From an optimization exercise on the open Yosys and OpenROAD flow, aimed at small area; shortcuts taken in it are not production practice. The RTL was checked by simulation tests, not by an equivalence proof against the original design. No driver is modelled on the clock port, so clocking that relies on it looks cheaper here than on a real chip. No activity file was given, so power comes from the tool's default toggle rates.

== JK ==
Design timelogger, start of the top module:
module timelogger
 (
  rst,
  clk,
  sw,
  rw,
  rs,
  en,
  data,
  key1,key2,key3,key4,
  HEX0,HEX1,HEX2,HEX3,
  Led_out,
  Led_Out1,
  RST_CLK1,RST_CLK2,
  SW2,SW3,
  HEX4,HEX5,HEX6,HEX7
 );
Size in the first run: about 80 I/O pins.
clock: 12.0 ns
lec_check: 0
abc_area: 1
cap_margin: 20
core_margin: 2
core_utilization: 65
place_density: 0.8
slew_margin: 20
standard.sh (not shown) runs the stock make flow with config.mk's settings and CLKGATE_MAP_FILE= SYNTH_SCRIPT=/design/flow/synth_recipe.tcl, a recipe that flattens the netlist after the stock synthesis.
==> flow/flow/run.sh <==
#!/bin/bash
# Own layout flow: the standard synthesis, then the combinational logic
# between the (unchanged) registers is re-mapped by ABC for area (several
# seeds of ABC's &deepsyn, the smallest result kept), then the standard ORFS
# layout from floorplan to finish, with the ports buffered by the smallest
# buffer and a clock tree of small buffers.
set -euo pipefail
W=$(pwd)
FLOWDIR=$W/flow
RES=$W/orfs/results/${FLOW_PLATFORM}/timelogger/base
LIB=$FLOW_HOME/platforms/${FLOW_PLATFORM}/lib/sky130_fd_sc_hd__tt_025C_1v80.lib

# 1. standard synthesis
bash standard.sh synth > $W/log_1_standard_synth.log 2>&1

# 2. re-map the logic between the registers for area
cp $RES/1_2_yosys.v $W/std_synth.v
DU=$(sed -n '/DONT_USE_CELLS/,/^$/p' $FLOW_HOME/platforms/${FLOW_PLATFORM}/config.mk \
     | grep -o 'sky130_fd_sc_hd__[a-z0-9_]*' | sed 's/^/-dont_use /' | tr '\n' ' ')
C2="balance -l; resub -K 6 -l; rewrite -l; resub -K 6 -N 2 -l; refactor -l; resub -K 8 -l; balance -l; resub -K 8 -N 2 -l; rewrite -l; resub -K 10 -l; rewrite -z -l; resub -K 10 -N 2 -l; balance -l; resub -K 12 -l; refactor -z -l; resub -K 12 -N 2 -l; rewrite -z -l; balance -l"
reopt() {
  local S=$1
  echo "strash; &get -n; &deepsyn -J 100 -T 900 -S $S; &put; $C2; dch -f; amap; strash; dch -f; amap; topo" > $W/area_$S.abc
  cat > $W/reopt_$S.ys <<EOY
read_liberty -ignore_miss_func $LIB
read_verilog $W/std_synth.v
hierarchy -top $FLOW_TOP
setattr -mod -set keep_hierarchy 1 sky130_fd_sc_hd__df*
flatten
hierarchy -top $FLOW_TOP
opt_clean -purge
abc -liberty $LIB $DU -script $W/area_$S.abc
opt_clean -purge
hilomap -singleton -hicell sky130_fd_sc_hd__conb_1 HI -locell sky130_fd_sc_hd__conb_1 LO
splitnets
opt_clean -purge
read_liberty -overwrite -lib $LIB
hierarchy -top $FLOW_TOP
tee -o $W/reopt_$S.stat stat -liberty $LIB
check -assert
write_verilog -noattr -noexpr -nohex -nodec $W/reopt_$S.v
EOY
  yosys -s $W/reopt_$S.ys > $W/log_2_reopt_yosys_$S.log 2>&1 || true
}
SEEDS="0 7 13 21 34 55 77 99 3 11 42 63 70 85 91 100"
n=0
for S in $SEEDS; do
  reopt $S &
  n=$((n+1))
  if (( n % ${NUM_CORES:-4} == 0 )); then wait; fi
done
wait
best=""; besta=""
for S in $SEEDS; do
  [[ -s $W/reopt_$S.v && -s $W/reopt_$S.stat ]] || continue
  a=$(grep -m1 "Chip area for module" $W/reopt_$S.stat | grep -o '[0-9.]*$')
  echo "seed $S area $a" >> $W/log_2_reopt_choice.log
  if [[ -z "$besta" ]] || awk "BEGIN{exit !($a < $besta)}"; then best=$S; besta=$a; fi
done
echo "chosen seed $best area $besta" >> $W/log_2_reopt_choice.log
cp $W/reopt_$best.v $W/reopt.v
cp $W/reopt.v $RES/1_2_yosys.v
rm -f $RES/1_synth.odb $RES/1_synth.sdc

# 3. standard layout from the new netlist
bash standard.sh \
  "BUFFER_PORTS_ARGS=-buffer_cell sky130_fd_sc_hd__buf_1" \
  "CTS_ARGS=-sink_clustering_enable -repair_clock_nets -dont_use_dummy_load -buf_list sky130_fd_sc_hd__clkbuf_4" \
  "POST_CTS_TCL=$FLOWDIR/post_cts.tcl" \
  finish > $W/log_3_standard_layout.log 2>&1
test -f $W/out/final.def
Other scripts of this flow, unchanged in this note and not shown: flow/flow/post_cts.tcl
JK: no failed stages, no open violations at the end
For PW, these inputs were changed with respect to JK:
--- a/flow/design.v
+++ b/flow/design.v
@@ -110,24 +110,24 @@
   end else begin
    if (s_dn) {st_, su} <= s_dec; else if (s_up) {st_, su} <= s_inc;
    if (f_dn) {ft, fu} <= f_dec; else if (f_up) {ft, fu} <= f_inc;
    if (h_dn) {ht, hu} <= h_dec; else if (h_up) {ht, hu} <= h_inc;
   end
  reg [4:0] dt_q; reg [3:0] du_q;     
  reg [3:0] month_q;                  
  reg [3:0] y3_q, y2, y1_q, y0;       
  reg [3:0] week_q;
- wire [4:0] dt = dt_q ^ 5'd1;
- wire [3:0] du = du_q ^ 4'd1;
- wire [3:0] month = month_q ^ 4'd7;
- wire [3:0] y3 = y3_q ^ 4'd2;
- wire [3:0] y1 = y1_q ^ 4'd2;
- wire [3:0] week = week_q ^ 4'd5;
+ wire [4:0] dt = dt_q;
+ wire [3:0] du = du_q;
+ wire [3:0] month = month_q;
+ wire [3:0] y3 = y3_q;
+ wire [3:0] y1 = y1_q;
+ wire [3:0] week = week_q;
  wire leap4   = ~y0[0] & ~(y0[1] ^ y1[0]);
  wire y00     = (y1 == 4'd0) & (y0 == 4'd0);
  wire leap400 = ~y2[0] & ~(y2[1] ^ y3[0]);
  wire leap    = y00 ? leap400 : leap4;
  wire mon30   = (month == 4'd4) | (month == 4'd6) | (month == 4'd9) | (month == 4'd11);
  wire mon2    = (month == 4'd2);
  wire [4:0] dft = 5'd2 | {4'd0, ~mon2};                       
  wire [3:0] dfu = mon2 ? (leap ? 4'd8 : 4'd7) : (mon30 ? 4'd0 : 4'd1);
  wire d_eq = (dt == dft) & (du == dfu);
@@ -171,25 +171,25 @@
   end else if (y_up) begin
    y0_n = y0i;
    if (c0) y1_n = y1i;
    if (c1) y2_n = y2i;
    if (c2) y3_n = y3i;
   end
  end
  always @(posedge clk or negedge rst)
   if (!rst) begin
-   dt_q <= 5'd0; du_q <= 4'd0; month_q <= 4'd0;
-   y3_q <= 4'd0; y2 <= 4'd0; y1_q <= 4'd0; y0 <= 4'd0;
-   week_q <= 4'd0;
+   dt_q <= 5'd1; du_q <= 4'd1; month_q <= 4'd7;
+   y3_q <= 4'd2; y2 <= 4'd0; y1_q <= 4'd2; y0 <= 4'd0;
+   week_q <= 4'd5;
   end else begin
-   dt_q <= dt_n ^ 5'd1; du_q <= du_n ^ 4'd1; month_q <= month_n ^ 4'd7;
-   y3_q <= y3_n ^ 4'd2; y2 <= y2_n; y1_q <= y1_n ^ 4'd2; y0 <= y0_n;
-   week_q <= week_n ^ 4'd5;
+   dt_q <= dt_n; du_q <= du_n; month_q <= month_n;
+   y3_q <= y3_n; y2 <= y2_n; y1_q <= y1_n; y0 <= y0_n;
+   week_q <= week_n;
   end
  reg wk_blank;
  wire wk_named = ~week[3] & ~(week[2] & week[1] & week[0]);
  always @(posedge clk)
   wk_blank <= (m5 & ~scan_flag) | (~wk_named & wk_blank);
  reg [5:0] lst;
  reg [6:0] data_q;    
  wire lD = lst[4];
  wire lL = lst[5];
Notes after the runs:
- Relative to JK, the via count measured on PW has decreased slightly.
- Residual overflow from global routing essentially unchanged between JK and PW.
- [compare] base=JK new=PW: final instance count without filler cells now sits lower, switching component of the power went down 0.000020 W, shortest clock period the worst path allows after layout shows an increase of 830 ps.

separate check: timing with driven ports:
The results above use ideal ports. As a check the final layouts listed here were re-extracted and re-timed, cells and wires unchanged.
Step 1 assumes that a clkbuf_16 drives the clock port and a buf_2 every other input.
Step 2 adds t to the input delays and takes it off the output delays; t is the mean of the earliest and latest rising clock arrival at the registers after step 1. Input paths then give back, and output paths get back, about the clock's delay inside the block.
Three values: ideal ports, drivers, drivers and shift; two values: the first two.
run	t, ns	slack for setup (ns)	hold slack, ns	slew at the worst register clock pin (ns)	worst slew at a driven data input, ns
JK	0.462	6.281 / 6.281 / 6.281	0.385 / 0.385 / 0.385	0.11 / 0.11	0.03
PW	0.468	5.451 / 5.451 / 5.451	0.360 / 0.360 / 0.360	0.11 / 0.11	0.04
After both steps setup and hold are still met in every run listed.
